Context: an optimization exercise on an open-source flow, tuned for small area. The choices shown serve that exercise and are no tape-out recipe. At most, simulation tests tie the RTL to the original design; equivalence was not proved. Power is estimated from default activity; no workload was simulated.

== alpha ==
==> module pipeline, before the edit <==
module pipeline(
    input clk,
    input rst,
    input [22:0] a,
    input [7:0] p,
    input [22:0] b,
    input [7:0] q,
    input m,
    output reg [7:0] final_exponent,
    output reg [22:0] normal_mantissa_sum
);
    genvar i;
    wire [22:0] orp;
    assign orp[0] = 1'b0;
    generate
        for (i = 1; i < 23; i = i + 1) begin : g_orp
            assign orp[i] = orp[i-1] | b[i-1];
        end
    endgenerate
    wire [22:0] bn = b ^ ({23{m}} & orp);
    wire [7:0] eh = ~(p ^ q);
    wire [7:0] eg = p & ~q;
    wire [8:0] c0;
    assign c0[0] = 1'b0;
    generate
        for (i = 0; i < 8; i = i + 1) begin : g_exc
            assign c0[i+1] = eg[i] | (eh[i] & c0[i]);
        end
    endgenerate
    wire       g  = c0[8];                        
    wire [7:0] t0 = eh ^ c0[7:0];
    wire [7:0] d  = t0 ^ {8{~g}};                 
    wire       dz = |d[7:5];                      
    wire [4:0] ds = {d[4:3] | {2{dz}}, d[2:0]};   
    wire [7:0] e  = g ? p : q;
    reg [7:0]  e0;
    reg [22:0] a0;
    reg [22:0] b0;
    reg        g0, g0n;
    reg [4:0]  d0, d0n;
    always @(posedge clk) begin
        e0  <= e;
        a0  <= a;
        b0  <= bn;
        g0  <= g;
        g0n <= ~g;
        d0  <= ds;
        d0n <= ~ds;
    end
    wire [22:0] m1d = ~((a0 | {23{g0n}}) & (b0 | {23{g0}}));
    wire [23:0] v0  = {g0, ~(g0 | a0[22]),
                       ~((b0[22:1] | {22{g0n}}) & (a0[21:0] | {22{g0}}))};
    wire [23:0] v1 = {~(v0[23] | d0[0]),
                      ~((v0[22:0] | {23{d0[0]}}) & (v0[23:1] | {23{d0n[0]}}))};
    wire [23:0] v2 = {~(v1[23:22] & {2{d0n[1]}}),
                      ~((v1[21:0] | {22{d0[1]}}) & (v1[23:2] | {22{d0n[1]}}))};
    wire [23:0] v4 = {~(v2[23:20] | {4{d0[2]}}),
                      ~((v2[19:0] | {20{d0[2]}}) & (v2[23:4] | {20{d0n[2]}}))};
    wire [23:0] v8 = {~(v4[23:16] & {8{d0n[3]}}),
                      ~((v4[15:0] | {16{d0[3]}}) & (v4[23:8] | {16{d0n[3]}}))};
    wire [23:0] sh = {~(v8[23:8] | {16{d0[4]}}),
                      ~((v8[7:0] | {8{d0[4]}}) & (v8[23:16] | {8{d0n[4]}}))};
    reg [7:0]  e1;
    reg [22:0] m1n;
    reg [23:0] s1;
    always @(posedge clk) begin
        e1  <= e0;
        m1n <= m1d;
        s1  <= sh;
    end
    reg r1, r2, r3, r4;
    always @(posedge clk) begin
        r1 <= rst;
        r2 <= r1;
        r3 <= r2;
        r4 <= r3;
    end
    wire [23:0] tsum;
    wire tco;
    bk_add24 add(.x({1'b0, m1n}), .y(s1 ^ {24{~m}}), .ci(~m), .s(tsum), .co(tco));
    wire [23:0] sum = ~tsum;
    wire co_m = ~(m ^ tco);                       
    wire c2n = (rst | r1) ? 1'b0 : (r2 ? ~m : co_m);
    reg        c2;
    reg [23:0] r2v;
    reg [7:0]  e2;
    always @(posedge clk) begin
        c2  <= c2n;
        r2v <= sum;
        e2  <= e1;
    end
    wire z16 = ~|r2v[23:8];
    wire k16 = ~c2 & z16;
    wire [23:0] t16 = k16 ? {r2v[7:0], 16'd0} : r2v;
    wire z8 = ~|t16[23:16];
    wire k8 = ~c2 & z8;
    wire [23:0] t8 = k8 ? {t16[15:0], 8'd0} : t16;
    wire z4 = ~|t8[23:20];
    wire k4 = ~c2 & z4;
    wire [1:0] t4h = k4 ? t8[19:18] : t8[23:22];   
    wire t4l = k4 ? t8[17] : t8[21];
    wire z2 = ~|t4h;
    wire k2 = ~c2 & z2;
    wire t2h = k2 ? t4l : t4h[1];                  
    wire k1 = c2 | ~t2h;
    wire zz = k16 & k8;                           
    wire [4:0] n = {k16, k8, k4 & ~zz, k2 & ~zz, k1 & ~zz};
    wire z2r = r1 | r2 | r3;
    reg [7:0]  e3n;                               
    reg [4:0]  n3;
    reg [2:0]  n3n;                               
    reg [22:0] t3n;                               
    always @(posedge clk) begin
        e3n <= z2r ? 8'hff : ~e2;
        n3  <= (z2r & ~c2) ? 5'd24 : n;
        n3n <= ~n[2:0];
        t3n <= ~t8[22:0];
    end
    wire [7:0] fy = {3'd0, n3} ^ {8{c2}};
    wire [8:0] fc;
    assign fc[0] = c2;
    generate
        for (i = 0; i < 8; i = i + 1) begin : g_fe
            assign fc[i+1] = (e3n[i] & fy[i]) | ((e3n[i] ^ fy[i]) & fc[i]);
        end
    endgenerate
    wire [7:0] fen = e3n ^ fy ^ fc[7:0];           
    wire zo = rst | r1 | r2 | r3 | r4;
    wire s1e  = n3[0] | zo;
    wire s1en = n3n[0] | zo;
    wire [22:0] u4 = ~((t3n | {23{n3[2]}}) & ({t3n[18:0], 4'hf} | {23{n3n[2]}}));   
    wire [22:0] u2 = ~((u4 | {23{n3[1]}}) & ({u4[20:0], 2'b00} | {23{n3n[1]}}));     
    wire [22:0] u1 = ~((u2 | {23{s1e}}) & ({u2[21:0], 1'b1} | {23{s1en}}));          
    always @(posedge clk) begin
        final_exponent <= ~(fen | {8{rst | r1}});
        normal_mantissa_sum <= u1;
    end
endmodule
==> flow/config.mk <==
export PLATFORM = sky130hd
export DESIGN_NAME = pipeline
export DESIGN_NICKNAME = pipeline
export VERILOG_FILES = /design/flow/design.v
export SDC_FILE = /design/flow/constraint.sdc
export NUM_CORES = 4
export LEC_CHECK = 0
export CAP_MARGIN = 20
export CORE_MARGIN = 2
export CORE_UTILIZATION = 40
export GPL_TIMING_DRIVEN = 0
export SLEW_MARGIN = 20
==> flow/constraint.sdc <==
create_clock -name core_clock -period 4.0 [get_ports {clk}]
set_input_delay 0.8000 -clock core_clock [delete_from_list [all_inputs] [get_ports {clk}]]
set_output_delay 0.8000 -clock core_clock [all_outputs]
set_load 0.01 [all_outputs]
standard.sh (not shown) runs the stock make flow with config.mk's settings and CLKGATE_MAP_FILE= SYNTH_SCRIPT=/design/flow/synth_recipe.tcl, a recipe that flattens the netlist after the stock synthesis.
==> flow/flow/run.sh <==
#!/bin/bash
set -euo pipefail
bash standard.sh \
  "BUFFER_PORTS_ARGS=-buffer_cell sky130_fd_sc_hd__buf_1" \
  "CTS_ARGS=-sink_clustering_enable -repair_clock_nets -sink_clustering_size 33 -sink_clustering_max_diameter 200 -buf_list sky130_fd_sc_hd__clkbuf_16 -dont_use_dummy_load" \
  "REMOVE_ABC_BUFFERS=1" \
  finish > standard_flow.log 2>&1
Input-level comparison between beta and alpha:
==> flow/design.v, changed modules only <==
module pipeline(
    input clk,
    input rst,
    input [22:0] a,
    input [7:0] p,
    input [22:0] b,
    input [7:0] q,
    input m,
    output reg [7:0] final_exponent,
    output reg [22:0] normal_mantissa_sum
);
    genvar i;
    wire [7:0] eh = ~(p ^ q);
    wire [7:0] eg = p & ~q;
    wire [8:0] c0;
    assign c0[0] = 1'b0;
    generate
        for (i = 0; i < 8; i = i + 1) begin : g_exc
            assign c0[i+1] = eg[i] | (eh[i] & c0[i]);
        end
    endgenerate
    wire       g  = c0[8];                        
    wire [7:0] t0 = eh ^ c0[7:0];
    wire [7:0] d  = t0 ^ {8{~g}};                 
    wire       dz = |d[7:5];                      
    wire [4:0] ds = {d[4:3] | {2{dz}}, d[2:0]};   
    wire [7:0] e  = g ? p : q;
    reg [7:0]  e0;
    reg [22:0] a0;
    reg [22:0] b0;
    reg        m0;
    reg        g0, g0n;
    reg [4:0]  d0, d0n;
    always @(posedge clk) begin
        e0  <= e;
        a0  <= a;
        b0  <= b;
        m0  <= m;
        g0  <= g;
        g0n <= ~g;
        d0  <= ds;
        d0n <= ~ds;
    end
    wire [22:0] orp;
    assign orp[0] = 1'b0;
    generate
        for (i = 1; i < 23; i = i + 1) begin : g_orp
            assign orp[i] = orp[i-1] | b0[i-1];
        end
    endgenerate
    wire [22:0] bn = b0 ^ ({23{m0}} & orp);
    wire [22:0] m1d = ~((a0 | {23{g0n}}) & (bn | {23{g0}}));
    wire [23:0] v0  = {g0, ~(g0 | a0[22]),
                       ~((bn[22:1] | {22{g0n}}) & (a0[21:0] | {22{g0}}))};
    wire [23:0] v1 = {~(v0[23] | d0[0]),
                      ~((v0[22:0] | {23{d0[0]}}) & (v0[23:1] | {23{d0n[0]}}))};
    wire [23:0] v2 = {~(v1[23:22] & {2{d0n[1]}}),
                      ~((v1[21:0] | {22{d0[1]}}) & (v1[23:2] | {22{d0n[1]}}))};
    wire [23:0] v4 = {~(v2[23:20] | {4{d0[2]}}),
                      ~((v2[19:0] | {20{d0[2]}}) & (v2[23:4] | {20{d0n[2]}}))};
    wire [23:0] v8 = {~(v4[23:16] & {8{d0n[3]}}),
                      ~((v4[15:0] | {16{d0[3]}}) & (v4[23:8] | {16{d0n[3]}}))};
    wire [23:0] sh = {~(v8[23:8] | {16{d0[4]}}),
                      ~((v8[7:0] | {8{d0[4]}}) & (v8[23:16] | {8{d0n[4]}}))};
    reg [7:0]  e1;
    reg [22:0] m1n;
    reg [23:0] s1;
    always @(posedge clk) begin
        e1  <= e0;
        m1n <= m1d;
        s1  <= sh;
    end
    reg r1, r2, r3, r4;
    always @(posedge clk) begin
        r1 <= rst;
        r2 <= r1;
        r3 <= r2;
        r4 <= r3;
    end
    wire [23:0] tsum;
    wire tco;
    bk_add24 add(.x({1'b0, m1n}), .y(s1 ^ {24{~m}}), .ci(~m), .s(tsum), .co(tco));
    wire [23:0] sum = ~tsum;
    wire co_m = ~(m ^ tco);                       
    wire c2n = (rst | r1) ? 1'b0 : (r2 ? ~m : co_m);
    reg        c2;
    reg [23:0] r2v;
    reg [7:0]  e2;
    always @(posedge clk) begin
        c2  <= c2n;
        r2v <= sum;
        e2  <= e1;
    end
    wire z16 = ~|r2v[23:8];
    wire k16 = ~c2 & z16;
    wire [23:0] t16 = k16 ? {r2v[7:0], 16'd0} : r2v;
    wire z8 = ~|t16[23:16];
    wire k8 = ~c2 & z8;
    wire [23:0] t8 = k8 ? {t16[15:0], 8'd0} : t16;
    wire z4 = ~|t8[23:20];
    wire k4 = ~c2 & z4;
    wire [1:0] t4h = k4 ? t8[19:18] : t8[23:22];   
    wire t4l = k4 ? t8[17] : t8[21];
    wire z2 = ~|t4h;
    wire k2 = ~c2 & z2;
    wire t2h = k2 ? t4l : t4h[1];                  
    wire k1 = c2 | ~t2h;
    wire zz = k16 & k8;                           
    wire [4:0] n = {k16, k8, k4 & ~zz, k2 & ~zz, k1 & ~zz};
    wire z2r = r1 | r2 | r3;
    reg [7:0]  e3n;                               
    reg [4:0]  n3;
    reg [2:0]  n3n;                               
    reg [22:0] t3n;                               
    always @(posedge clk) begin
        e3n <= z2r ? 8'hff : ~e2;
        n3  <= (z2r & ~c2) ? 5'd24 : n;
        n3n <= ~n[2:0];
        t3n <= ~t8[22:0];
    end
    wire [7:0] fy = {3'd0, n3} ^ {8{c2}};
    wire [8:0] fc;
    assign fc[0] = c2;
    generate
        for (i = 0; i < 8; i = i + 1) begin : g_fe
            assign fc[i+1] = (e3n[i] & fy[i]) | ((e3n[i] ^ fy[i]) & fc[i]);
        end
    endgenerate
    wire [7:0] fen = e3n ^ fy ^ fc[7:0];           
    wire zo = rst | r1 | r2 | r3 | r4;
    wire s1e  = n3[0] | zo;
    wire s1en = n3n[0] | zo;
    wire [22:0] u4 = ~((t3n | {23{n3[2]}}) & ({t3n[18:0], 4'hf} | {23{n3n[2]}}));   
    wire [22:0] u2 = ~((u4 | {23{n3[1]}}) & ({u4[20:0], 2'b00} | {23{n3n[1]}}));     
    wire [22:0] u1 = ~((u2 | {23{s1e}}) & ({u2[21:0], 1'b1} | {23{s1en}}));          
    always @(posedge clk) begin
        final_exponent <= ~(fen | {8{rst | r1}});
        normal_mantissa_sum <= u1;
    end
endmodule
Results
- Between beta and alpha, it is beta whose multi-input logic cell count is higher, by 173.
- Delta (beta minus alpha): routed wire length up about 40%, register-to-register slack moved up, fmax fell 2.2%.
- Per the comparison of beta with alpha, number of non-clock inverters in the layout rose 21%; final weighted congestion of routability-driven global placement increased by about 1.7% relative to the old numbers; total die area climbed 16%; cell area grew by about 16%.
- The lower share of cells above drive strength 1 of alpha and beta is in alpha.
- Adder and majority cell fraction of the synthesized area: beta vs alpha down 1.2 points
- Delta (beta minus alpha): fraction of power consumed by combinational cells moved up; final cell count increased by about 19% relative to the old numbers.
No functional check of the RTL was part of beta.

## static timing again, ports no longer ideal
No port has a modelled driver above. Below, the same layouts with a new extraction and two added sets of constraints. Step 1 assumes that a clkbuf_16 drives the clock port and a buf_2 every other input. Step 2 also shifts input and output timing later by t, the mid clock arrival at the registers, as if the neighbouring blocks saw the same clock. a / b / c = no drivers / after step 1 / after step 2; a / b = the first two.
run | t (ns) | setup slack, ns | worst setup path at the end | worst register clock-pin slew, ns | cell pins on the clock port's net
alpha | 0.503 | 0.147 / 0.153 / -0.350 | input to register | 0.12 / 0.12 | 1
beta | 0.508 | 0.059 / 0.085 / -0.424 | input to register | 0.12 / 0.12 | 1
With both steps, setup timing fails in alpha and beta, where it was met with ideal ports. For alpha, which loses most, drivers alone change the setup slack by +0.006 ns; drivers and shift together by -0.497 ns.
